Background: an optimization exercise with open tools, aiming at small area and a short achievable clock period. Do not read the settings as production practice.
Function was checked by simulation only, so behaviour that the tests miss may differ from the original.

==> flow/design.v (excerpt) <==
module conv2d#(
    parameter   CONV_WIDTH      = 'd8 ,
    parameter   CONV_HEIGHT     = 'd8 
)(
    input clk   ,
    input rst_n ,
    input                matrix_vsync ,
    input                matrix_href  ,
    input        [6:0]   matrix_h_cnt       ,
    input        [6:0]   matrix_v_cnt       ,
    input signed [15:0]   conv_bias   ,
    input        [143:0]  fm_data     ,
    input        [143:0]  conv_weight ,
    output reg        [6:0]  conv_h_cnt ,
    output reg        [6:0]  conv_v_cnt ,
    output reg               conv_href  ,
    output reg               conv_vsync ,
    output reg signed [31:0] conv_result
);
export LEC_CHECK = 0
export ABC_CLOCK_PERIOD_IN_PS = 5000
export CAP_MARGIN = 20
export CORE_MARGIN = 2
export CORE_UTILIZATION = 55
export SETUP_SLACK_MARGIN = 4.0
export SLEW_MARGIN = 20
create_clock -name core_clock -period 10.0 [get_ports {clk}]
run.sh (not shown) runs the stock make flow with config.mk's settings and CLKGATE_MAP_FILE= SYNTH_SCRIPT=/design/flow/synth_recipe.tcl, a recipe that flattens the netlist after the stock synthesis.
Edit:
--- a/flow/config.mk
+++ b/flow/config.mk
@@ -7,6 +7,5 @@
 export LEC_CHECK = 0
-export ABC_CLOCK_PERIOD_IN_PS = 5000
 export CAP_MARGIN = 20
 export CORE_MARGIN = 2
-export CORE_UTILIZATION = 55
+export CORE_UTILIZATION = 40
 export SETUP_SLACK_MARGIN = 4.0
Sequential share of layout area decreases by 0.15 points.
Routed wire length came out higher by 8.7%.
Worst setup slack degrades by 54 ps.
Hold slack hardly moves.
Core utilization goes down by 16 points.
Edit:
--- a/flow/config.mk
+++ b/flow/config.mk
@@ -10,3 +10,3 @@
 export CORE_UTILIZATION = 40
-export SETUP_SLACK_MARGIN = 4.0
+export SETUP_SLACK_MARGIN = 5.0
 export SLEW_MARGIN = 20
The new run ran to the end with no violations; final cell count went up by 4.9%; setup slack is better by 590 ps; cell area increases by 23%; first-iteration DRC count falls by 3.7%; routed wire length climbs by 6.1%; global-route usage increases by 2.0 points; non-clock buffer count goes up by 437.

Setup of v46:
conv2d, a different RTL version from the one above (not shown whole).
For scale: roughly 5600 cells after synthesis, about 0.059 mm2 of cells after synthesis.
export LEC_CHECK = 0
export CAP_MARGIN = 20
export CORE_MARGIN = 2
export CORE_UTILIZATION = 55
export PLACE_DENSITY = 0.8
export SETUP_SLACK_MARGIN = 4.6
export SLEW_MARGIN = 20
export SYNTH_HIERARCHICAL = 1
create_clock -name core_clock -period 10.0 [get_ports {clk}]
standard.sh (not shown) runs the stock make flow with config.mk's settings and CLKGATE_MAP_FILE= SYNTH_SCRIPT=/design/flow/synth_recipe.tcl, a recipe that flattens the netlist after the stock synthesis.
==> flow/flow/run.sh <==
#!/bin/bash
# The standard layout (standard.sh: standard synthesis, floorplan, place, CTS, route,
# finish), except that the port buffers that buffer_ports inserts are
# sky130_fd_sc_hd__buf_2 instead of the delay buffer it picks by default.
# The full make output goes to standard.log here; ORFS's per-step logs stay in orfs/logs/.
set -uo pipefail
export BUFFER_PORTS_ARGS="-buffer_cell sky130_fd_sc_hd__buf_2"
bash standard.sh > standard.log 2>&1
v46 finished every stage and its layout cleared the timing, design-rule and antenna checks.
Inputs modified between v46 and v55:
-- flow/config.mk --
<<< v46, line 10
export CORE_UTILIZATION = 55
export PLACE_DENSITY = 0.8
export SETUP_SLACK_MARGIN = 4.6
export SLEW_MARGIN = 20
>>> v55, line 10
export CORE_UTILIZATION = 55
export SETUP_SLACK_MARGIN = 4.5
export SLEW_MARGIN = 20
Findings:
On worst hold slack, v46 tracks v55 almost exactly. v46 → v55: minimum clock period moved up, post-cts gate resize count moved down, layout-stage area growth over the synthesis result moved down.
Inputs modified between v55 and v21:
-- flow/config.mk --
<<< v55, line 10
export CORE_UTILIZATION = 55
export SETUP_SLACK_MARGIN = 4.5
export SLEW_MARGIN = 20
export SYNTH_HIERARCHICAL = 1
>>> v21, line 10
export CORE_UTILIZATION = 55
export SETUP_SLACK_MARGIN = 4.7
export SLEW_MARGIN = 20
export SYNTH_HIERARCHICAL = 1
export TNS_END_PERCENT = 10
--- outcome ---
Compared with v55, v21 shows a number of diodes added for antenna fixing that is 16 lower. Compared with v55, in v21 fmax picked up an extra 2.6%; number of non-clock buffers in the layout rose about 4%. In v21, the share of layout cells above drive strength 1 came out 2.1 points above the value in v55.
Input-level comparison between v20 and v21:
-- flow/config.mk --
<<< v21, line 10
export CORE_UTILIZATION = 55
export SETUP_SLACK_MARGIN = 4.7
export SLEW_MARGIN = 20
export SYNTH_HIERARCHICAL = 1
export TNS_END_PERCENT = 10
>>> v20, line 10
export CORE_UTILIZATION = 55
export SETUP_SLACK_MARGIN = 5.0
export SLEW_MARGIN = 20
export SYNTH_HIERARCHICAL = 1
## What came out
- Going from v21 to v20, HPWL after detailed placement rose by about 1.6%; period utilization rose by 0.43 points.
- Layout-stage area growth over the synthesis result (lower): v21
- [compare] base=v21 new=v20: number of placed cells counting well taps level, count of buffers not belonging to the clock network in the layout now larger.
- Summary of v20 over v21: area share of buffers outside the clock network saw an increase; area of all sequential standard cells roughly the same; logic depth of the worst path, buffers included climbed 4.

Setup of MS:
Another version of the RTL of conv2d (not shown whole).
For scale: about 5900 cells after synthesis, about 730 flip-flops, roughly 370 I/O pins.
Design conv2d, start of the top module:
module conv2d#(
    parameter   CONV_WIDTH      = 'd8 ,
    parameter   CONV_HEIGHT     = 'd8 
)(
    input clk   ,
    input rst_n ,
    input                matrix_vsync ,
    input                matrix_href  ,
    input        [6:0]   matrix_h_cnt       ,
    input        [6:0]   matrix_v_cnt       ,
    input signed [15:0]   conv_bias   ,
    input        [143:0]  fm_data     ,
    input        [143:0]  conv_weight ,
    output reg        [6:0]  conv_h_cnt ,
    output reg        [6:0]  conv_v_cnt ,
    output reg               conv_href  ,
    output reg               conv_vsync ,
    output  signed [31:0] conv_result
);
==> flow/config.mk <==
export PLATFORM = sky130hd
export DESIGN_NAME = conv2d
export DESIGN_NICKNAME = conv2d
export VERILOG_FILES = /design/flow/design.v
export SDC_FILE = /design/flow/constraint.sdc
export NUM_CORES = 4
export LEC_CHECK = 0
export CAP_MARGIN = 20
export CORE_MARGIN = 2
export CORE_UTILIZATION = 55
export SETUP_SLACK_MARGIN = 5.0
export SLEW_MARGIN = 20
export SYNTH_HIERARCHICAL = 1
==> flow/constraint.sdc <==
create_clock -name core_clock -period 10.0 [get_ports {clk}]
set_input_delay 2.0000 -clock core_clock [delete_from_list [all_inputs] [get_ports {clk}]]
set_output_delay 2.0000 -clock core_clock [all_outputs]
set_load 0.01 [all_outputs]
Scripts as last shown in full above: flow/flow/run.sh
Relative to MS, the following input files were edited for PW:
# MS
export LEC_CHECK = 0
export CAP_MARGIN = 20
export CORE_MARGIN = 2
export CORE_UTILIZATION = 55
export SETUP_SLACK_MARGIN = 5.0
export SLEW_MARGIN = 20
export SYNTH_HIERARCHICAL = 1
create_clock -name core_clock -period 10.0 [get_ports {clk}]
# PW
export LEC_CHECK = 0
export CAP_MARGIN = 20
export CORE_MARGIN = 2
export CORE_UTILIZATION = 55
export SETUP_SLACK_MARGIN = 4.8
export SLEW_MARGIN = 20
export SYNTH_HIERARCHICAL = 1
create_clock -name core_clock -period 10.0 [get_ports {clk}]
--- outcome ---
- PW vs MS, source of the critical timing path: res_c[8]$_DFF_PN0_ vs res_c[10]$_DFF_PN0_
- On PW: detail-routed net length per standard cell is about 1.5% higher than what MS gave.
- Looking at routing usage on met3 across PW and MS, the one that comes out higher is MS.
- For the routed wire length, PW came in 4000 µm higher than MS did.
- PW — number of global-route vias before repair about 0.65% higher, MS as reference

Another version of the RTL of conv2d (not shown whole).
Size in the first run: about 5500 cells after synthesis, about 350 flip-flops, ~370 I/O pins, ~58000 um2 of cells after synthesis.
## conv2d
module conv2d#(
    parameter   CONV_WIDTH      = 'd8 ,
    parameter   CONV_HEIGHT     = 'd8 
)(
    input clk   ,
    input rst_n ,
    input                matrix_vsync ,
    input                matrix_href  ,
    input        [6:0]   matrix_h_cnt       ,
    input        [6:0]   matrix_v_cnt       ,
    input signed [15:0]   conv_bias   ,
    input        [143:0]  fm_data     ,
    input        [143:0]  conv_weight ,
    output reg        [6:0]  conv_h_cnt ,
    output reg        [6:0]  conv_v_cnt ,
    output reg               conv_href  ,
    output reg               conv_vsync ,
    output reg signed [31:0] conv_result
);
export LEC_CHECK = 0
export ABC_CLOCK_PERIOD_IN_PS = 5000
export CAP_MARGIN = 20
export CORE_MARGIN = 2
export CORE_UTILIZATION = 55
export SETUP_SLACK_MARGIN = 4.0
export SLEW_MARGIN = 20
export SYNTH_HIERARCHICAL = 1
create_clock -name core_clock -period 10.0 [get_ports {clk}]
run.sh (not shown) runs the stock make flow with config.mk's settings and CLKGATE_MAP_FILE= SYNTH_SCRIPT=/design/flow/synth_recipe.tcl, a recipe that flattens the netlist after the stock synthesis.
Stock flow here: none of the scripts above is used.
Next try:
==> flow/flow/run.sh (new file) <==
#!/bin/bash
# The standard layout (standard.sh: standard synthesis, floorplan, place, CTS, route,
# finish), except that the port buffers that buffer_ports inserts are
# sky130_fd_sc_hd__buf_2 instead of the delay buffer it picks by default.
# The full make output goes to standard.log here; ORFS's per-step logs stay in orfs/logs/.
set -uo pipefail
export BUFFER_PORTS_ARGS="-buffer_cell sky130_fd_sc_hd__buf_2"
bash standard.sh > standard.log 2>&1
==> flow/standard.sh (new file) <==
#!/bin/bash
# synth_recipe.tcl (not shown) runs the flow's synth.tcl, then flattens the netlist and writes it again
# the make line also repeats each setting of config.mk as NAME=value (left out here)
make -C /OpenROAD-flow-scripts/flow DESIGN_CONFIG=/design/flow/config.mk WORK_HOME=/design/flow/orfs CLKGATE_MAP_FILE= SYNTH_SCRIPT=/design/flow/synth_recipe.tcl "${@:-finish}"
--- a/flow/config.mk
+++ b/flow/config.mk
@@ -6,9 +6,8 @@
 export NUM_CORES = 4
 export LEC_CHECK = 0
-export ABC_CLOCK_PERIOD_IN_PS = 5000
 export CAP_MARGIN = 20
 export CORE_MARGIN = 2
 export CORE_UTILIZATION = 55
-export SETUP_SLACK_MARGIN = 4.0
+export SETUP_SLACK_MARGIN = 5.0
 export SLEW_MARGIN = 20
 export SYNTH_HIERARCHICAL = 1
removed: flow/run.sh
The new run ran to the end with no violations.
Cell count grows by 6.7%.
Non-clock buffer count grows by 467.
Area after synthesis stays the same.
Via count grows by 8.5%.
Next try:
--- a/flow/config.mk
+++ b/flow/config.mk
@@ -9,5 +9,5 @@
 export CORE_MARGIN = 2
 export CORE_UTILIZATION = 55
-export SETUP_SLACK_MARGIN = 5.0
+export SETUP_SLACK_MARGIN = 4.6
 export SLEW_MARGIN = 20
 export SYNTH_HIERARCHICAL = 1
What happened: Synthesized area stays the same. Final area decreases by 16%. Routed wire length falls by 9.7%. Clock-buffer cell count climbs by 10. Die area does not change. Sequential cell count is unchanged. Global-route usage is lower by 2.7 points.
Next try:
--- a/flow/config.mk
+++ b/flow/config.mk
@@ -6,8 +6,9 @@
 export NUM_CORES = 4
 export LEC_CHECK = 0
+export ABC_CLOCK_PERIOD_IN_PS = 5000
 export CAP_MARGIN = 20
 export CORE_MARGIN = 2
 export CORE_UTILIZATION = 55
-export SETUP_SLACK_MARGIN = 4.6
+export SETUP_SLACK_MARGIN = 4
 export SLEW_MARGIN = 20
 export SYNTH_HIERARCHICAL = 1
Synthesized cell count does not change. Routed wire length came out higher by about 2.5%. Fmax came out lower by 8.7%. First-iteration DRC count came out higher by 9.7%. Cell count came out lower by 1.0%. Hold slack is about the same. Design area came out lower by 2.9%.

## run E
Another version of the RTL of conv2d (not shown whole).
Size: roughly 5500 cells after synthesis, roughly 380 flip-flops, about 58000 um^2 of cells after synthesis.
==> flow/config.mk <==
export PLATFORM = sky130hd
export DESIGN_NAME = conv2d
export DESIGN_NICKNAME = conv2d
export VERILOG_FILES = /design/flow/design.v
export SDC_FILE = /design/flow/constraint.sdc
export NUM_CORES = 4
export LEC_CHECK = 0
export CAP_MARGIN = 20
export CORE_MARGIN = 2
export CORE_UTILIZATION = 55
export CTS_BUF_LIST = sky130_fd_sc_hd__clkbuf_4 sky130_fd_sc_hd__clkbuf_8
export SETUP_SLACK_MARGIN = 4.6
export SLEW_MARGIN = 20
export SYNTH_HIERARCHICAL = 1
==> flow/constraint.sdc <==
create_clock -name core_clock -period 10.0 [get_ports {clk}]
set_input_delay 2.0000 -clock core_clock [delete_from_list [all_inputs] [get_ports {clk}]]
set_output_delay 2.0000 -clock core_clock [all_outputs]
set_load 0.01 [all_outputs]
standard.sh (not shown) runs the stock make flow with config.mk's settings and CLKGATE_MAP_FILE= SYNTH_SCRIPT=/design/flow/synth_recipe.tcl, a recipe that flattens the netlist after the stock synthesis.
==> flow/flow/run.sh <==
#!/bin/bash
# The standard layout (standard.sh: standard synthesis, floorplan, place, CTS, route,
# finish), except that the port buffers that buffer_ports inserts are
# sky130_fd_sc_hd__buf_2 instead of the delay buffer it picks by default.
# The full make output goes to standard.log here; ORFS's per-step logs stay in orfs/logs/.
set -uo pipefail
export BUFFER_PORTS_ARGS="-buffer_cell sky130_fd_sc_hd__buf_2"
bash standard.sh > standard.log 2>&1
--- input diff run E..run P ---
- CTS_BUF_LIST removed (was sky130_fd_sc_hd__clkbuf_4 sky130_fd_sc_hd__clkbuf_8)
- CORE_UTILIZATION changed from 55 to 62
Findings:
- Diff run E..run P | mux cell area share after synthesis | unchanged
- Diff run P..run E | count of flip-flops with a built-in enable after synthesis | unchanged
- Relative to run E, number of signal-net inverters in the final layout has increased by about 0.6% in run P.
- Between run E and run P, the flow reports non-clock buffer count in the final layout increasing by a few percent.
- Final worst-path setup slack delta for run P relative to run E: 0.024 ns higher
- Global-route wire length before repair grows by a few percent when moving from run E to run P.

## v6
Starting RTL as in the previous note.
Settings: LEC_CHECK=0, CAP_MARGIN=20, CORE_MARGIN=2, CORE_UTILIZATION=55, SETUP_SLACK_MARGIN=4.6, SLEW_MARGIN=20, SYNTH_HIERARCHICAL=1; clock period 10.0 ns.
Scripts as last shown in full above: flow/flow/run.sh
In summary, v6 completed successfully, with a layout that passed the timing, design-rule and antenna checks.
Modified inputs, v7 compared to v6
- an added TNS_END_PERCENT of 0
Timing, DRC, antenna: 0 failures across v6 and v7
Going from v6 to v7, via count of the first global-routing pass grew slightly.
Against v6, v7 reports a portion of the clock cycle consumed by the worst path in the final layout that is higher.
On wire length of the first global-routing pass, v7 does worse than v6.
Comparing v6 with v7, the area of the multi-input gates came out essentially unchanged.
Cmp v6 and v7 / worst-case setup margin in the final layout / higher: v6
Compared with v6, in v7 biggest fanout along the worst timing path shows an increase of 10; fraction of final layout cells sized beyond drive strength 1 shows a reduction of 0.55 points; upper clock frequency limit shows a reduction of 1.2%.
Comparing v6 and v7, number of optimization iterations in the first detailed-route pass is lower on v7.

conv2d, a different RTL version from the one above (not shown whole).
Size: about 6,600 cells after synthesis, about 63,000 sq um of cells after synthesis.
Settings: LEC_CHECK=0, CAP_MARGIN=20, CORE_MARGIN=2, CORE_UTILIZATION=40, SETUP_SLACK_MARGIN=4.0, SLEW_MARGIN=20; clock period 10.0 ns.
run.sh (not shown) runs the stock make flow with config.mk's settings and CLKGATE_MAP_FILE= SYNTH_SCRIPT=/design/flow/synth_recipe.tcl, a recipe that flattens the netlist after the stock synthesis.
Stock flow here: none of the scripts above is used.
The first run finished with timing, DRC and antenna clean.
==> next run, changes <==
SETUP_SLACK_MARGIN = unset   (was 4.0)
The changed run ran to the end with no violations.
Maximum frequency fell by 11%.
Utilization falls by 1.6 points.
Global-route usage is lower by 0.49 points.
Wire length fell by about 1.8%.
Sequential cell count stays the same.
Synthesized area does not change.
Die area does not change.
Via count shrinks by about 1.7%.

## re-timing with driven ports
No port has a modelled driver above. Below, the same layouts with a new extraction and two added sets of constraints.
Step 1, drivers: a clkbuf_16 drives clk and a buf_2 each remaining input, both assumed.
Step 2 also shifts input and output timing later by t, the mid clock arrival at the registers, as if the neighbouring blocks saw the same clock.
a / b / c = ideal ports / drivers / drivers and shift; a / b = the first two.
run | t, ns | setup slack, ns | slew at the worst register clock pin (ns)
the first run of note 1 | 0.726 | 4.004 / 4.054 / 3.328 | 0.07 / 0.07
the second run of note 1 | 0.686 | 3.950 / 3.998 / 3.312 | 0.09 / 0.09
the third run of note 1 | 0.663 | 4.535 / 4.539 / 3.876 | 0.07 / 0.07
v46 | 0.736 | 4.482 / 4.482 / 3.857 | 0.08 / 0.08
v55 | 0.737 | 4.456 / 4.456 / 3.854 | 0.07 / 0.07
v21 | 0.734 | 4.594 / 4.620 / 3.918 | 0.07 / 0.07
v20 | 0.727 | 4.552 / 4.552 / 4.246 | 0.07 / 0.07
MS | 0.791 | 4.611 / 4.525 / 4.400 | 0.07 / 0.07
PW | 0.754 | 4.573 / 4.487 / 4.339 | 0.07 / 0.07
the first run of note 4 | 0.712 | 3.956 / 3.969 / 3.258 | 0.07 / 0.07
the second run of note 4 | 0.691 | 4.588 / 4.637 / 3.946 | 0.06 / 0.06
the third run of note 4 | 0.714 | 4.525 / 4.562 / 3.848 | 0.07 / 0.07
the fourth run of note 4 | 0.711 | 4.003 / 4.060 / 3.349 | 0.07 / 0.07
run E | 0.772 | 4.503 / 4.503 / 3.882 | 0.08 / 0.08
run P | 0.711 | 4.527 / 4.583 / 3.872 | 0.08 / 0.08
v6 | 0.690 | 4.599 / 4.599 / 3.967 | 0.07 / 0.07
v7 | 0.715 | 4.534 / 4.569 / 3.854 | 0.07 / 0.07
the first run of note 7 | 0.736 | 3.973 / 4.033 / 3.297 | 0.08 / 0.08
the second run of note 7 | 0.722 | 3.195 / 3.249 / 2.527 | 0.08 / 0.08
After both steps every run listed still meets setup and hold. The setup slack of the first run of note 4, which loses most, moves by +0.013 ns with the drivers and by -0.698 ns with both steps.
